From an optimization exercise on the open Yosys and OpenROAD flow, aimed at small area; shortcuts taken in it are not production practice. In this exercise RTL edits were held to simulation tests only and were not proved equivalent to the original.

## run 1
Design fp_mult, start of the top module:
module fp_mult (clk, reset, a, b, res);
  input clk;
  input reset;
  input [31:0] a;
  input [31:0] b;
  output reg [31:0] res;
  wire [7:0] xe0;
  wire [23:0] ma0, mb0;
  fpm_pre pre (.a(a), .b(b), .xe(xe0), .ma(ma0), .mb(mb0));
  reg s1;
  reg [7:0] xe1;
  reg [23:0] ma1, mb1;
  always @(posedge clk) begin
    s1 <= a[31] ^ b[31];
    xe1 <= xe0;
    ma1 <= ma0;
    mb1 <= mb0;
  end
  wire [24:0] ph1;
  wire g1;
  fpm_mul mul (.ma(ma1), .mb(mb1), .ph(ph1), .g(g1));
  reg s2;
  reg [7:0] xe2;
  reg [24:0] ph2;
  reg g2;
  always @(posedge clk) begin
    s2 <= s1;
    xe2 <= xe1;
    ph2 <= ph1;
    g2 <= g1;
  end
  wire [30:0] r2;
  fpm_round rnd (.xe(xe2), .ph(ph2), .g(g2), .r(r2));
  reg [31:0] r3;
  always @(posedge clk) r3 <= {s2, r2};
  always @(posedge clk) res <= reset ? r3 : 32'd0;
endmodule
==> flow/config.mk <==
export PLATFORM = sky130hd
export DESIGN_NAME = fp_mult
export DESIGN_NICKNAME = fp_mult
export VERILOG_FILES = /design/flow/design.v
export SDC_FILE = /design/flow/constraint.sdc
export NUM_CORES = 4
export LEC_CHECK = 0
export CAP_MARGIN = 0
export CORE_MARGIN = 2
export CORE_UTILIZATION = 70
export CTS_BUF_LIST = sky130_fd_sc_hd__clkbuf_8
export SLEW_MARGIN = 0
export SYNTH_HIERARCHICAL = 1
export SYNTH_MINIMUM_KEEP_SIZE = 0
==> flow/constraint.sdc <==
create_clock -name core_clock -period 8.0 [get_ports {clk}]
set_input_delay 1.6000 -clock core_clock [delete_from_list [all_inputs] [get_ports {clk}]]
set_output_delay 1.6000 -clock core_clock [all_outputs]
set_load 0.01 [all_outputs]
standard.sh (not shown) runs the stock make flow with config.mk's settings and CLKGATE_MAP_FILE= SYNTH_SCRIPT=/design/flow/synth_recipe.tcl, a recipe that flattens the netlist after the stock synthesis.
==> flow/flow/run.sh <==
#!/bin/bash
# Layout flow: the standard ORFS flow (standard synthesis unchanged) with
#  - plain buf_1 cells as the port buffers global placement inserts (every
#    input and output port still gets its own buffer);
#  - clock tree built from clkbuf_8 (clkbuf_16 at the root), without the
#    dummy loads CTS otherwise adds for balancing.
set -euo pipefail
export BUFFER_PORTS_ARGS="-buffer_cell sky130_fd_sc_hd__buf_1"
export CTS_ARGS="-sink_clustering_enable -repair_clock_nets -buf_list sky130_fd_sc_hd__clkbuf_8 -root_buf sky130_fd_sc_hd__clkbuf_16 -dont_use_dummy_load"
bash standard.sh > standard_flow.log 2>&1
## Diff of input files: run 2 against run 1
- PLACE_DENSITY: unset -> 0.8
- CORE_UTILIZATION: 70 -> 60
Findings:
Re number of buffers added to fix hold violations after cts: no difference whatsoever between run 2 and run 1. Going from run 1 to run 2, setup slack on the worst flop-to-flop path saw an increase, wire length has decreased, critical path depth now larger. Lower final critical-path share of the clock period among run 1 and run 2: run 2.
For run 3, these inputs were changed with respect to run 2:
- putting GPL_TIMING_DRIVEN at 0 where nothing was set
- clearing PLACE_DENSITY, which used to be 0.8
diff --git a/flow/flow/run.sh b/flow/flow/run.sh
--- a/flow/flow/run.sh
+++ b/flow/flow/run.sh
@@ -2,2 +2,4 @@
 # Layout flow: the standard ORFS flow (standard synthesis unchanged) with
+#  - the buffers synthesis inserted removed at floorplan (global placement
+#    is not timing-driven here, so it would not remove them);
 #  - plain buf_1 cells as the port buffers global placement inserts (every
@@ -7,2 +9,3 @@
 set -euo pipefail
+export REMOVE_ABC_BUFFERS=1
 export BUFFER_PORTS_ARGS="-buffer_cell sky130_fd_sc_hd__buf_1"
--- outcome ---
Between run 2 and run 3, placed standard-cell area increased.
The routing usage on met1 in run 3 sits 8.1 points above the value recorded for run 2.
Looking at highest net fanout along the worst path, run 3 sits 1 higher than run 2 does.
Number of ordinary inverters in the final layout: run 3 vs run 2 identical
Taking run 2 as the reference point, the share of the core filled with cells of run 3 rises by 0.70 points.
Lower met2 global-route usage goes to run 3 over run 2.
The final reports for run 3 and run 2 show remaining max-slew budget at the tightest pin higher in the former.
Run 3: length in cells of the worst reg-to-reg path is 8.3% lower than what run 2 reported.
--- input diff run 3..run 4 ---
- removing GPL_TIMING_DRIVEN (formerly 0)
diff --git a/flow/flow/run.sh b/flow/flow/run.sh
--- a/flow/flow/run.sh
+++ b/flow/flow/run.sh
@@ -2,4 +2,2 @@
 # Layout flow: the standard ORFS flow (standard synthesis unchanged) with
-#  - the buffers synthesis inserted removed at floorplan (global placement
-#    is not timing-driven here, so it would not remove them);
 #  - plain buf_1 cells as the port buffers global placement inserts (every
@@ -9,3 +7,2 @@
 set -euo pipefail
-export REMOVE_ABC_BUFFERS=1
 export BUFFER_PORTS_ARGS="-buffer_cell sky130_fd_sc_hd__buf_1"
Notes after the runs:
Time the final worst path needs with I/O delays and setup for run 4 is lower than for run 3. In run 4, the maximum clock frequency came out 6.1% above the value in run 3. Run 4 against run 3: setup slack of the critical path after layout +440 ps; sequential area share after synthesis essentially unchanged; cell area has decreased. Comparing run 3 and run 4, highest net fanout along the worst path is higher on run 3. The final hold slack of run 4 falls short of that of run 3 by 28 ps. Run 4 and run 3 ended up with roughly the same length of routed met3 wiring.

-- afterwards: timing with drivers on the ports --
Ports are ideal in the flow. The routed layouts listed here were re-timed in OpenROAD. Step 1 sets driving cells, clkbuf_16 on the clock port and buf_2 on the other inputs (assumed; they add their load-dependent delay and slew). Step 2 moves the port delays by t, midway between the first and last clock arrival at a register: inputs arrive t later, outputs are due t later. That takes back most of the time a late clock gives input paths. Three values: ideal ports, drivers, drivers and shift; two values: the first two.
| run | t, ns | slack for setup (ns) | latest minus earliest clock arrival (ns) |
|---|---|---|---|
| run 1 | 0.422 | 0.578 / 0.578 / 0.578 | 0.052 / 0.052 |
| run 2 | 0.426 | 0.727 / 0.727 / 0.727 | 0.034 / 0.033 |
| run 3 | 0.439 | 0.335 / 0.335 / 0.335 | 0.033 / 0.033 |
| run 4 | 0.438 | 0.773 / 0.773 / 0.773 | 0.047 / 0.047 |
After both steps setup and hold are still met in every run listed.
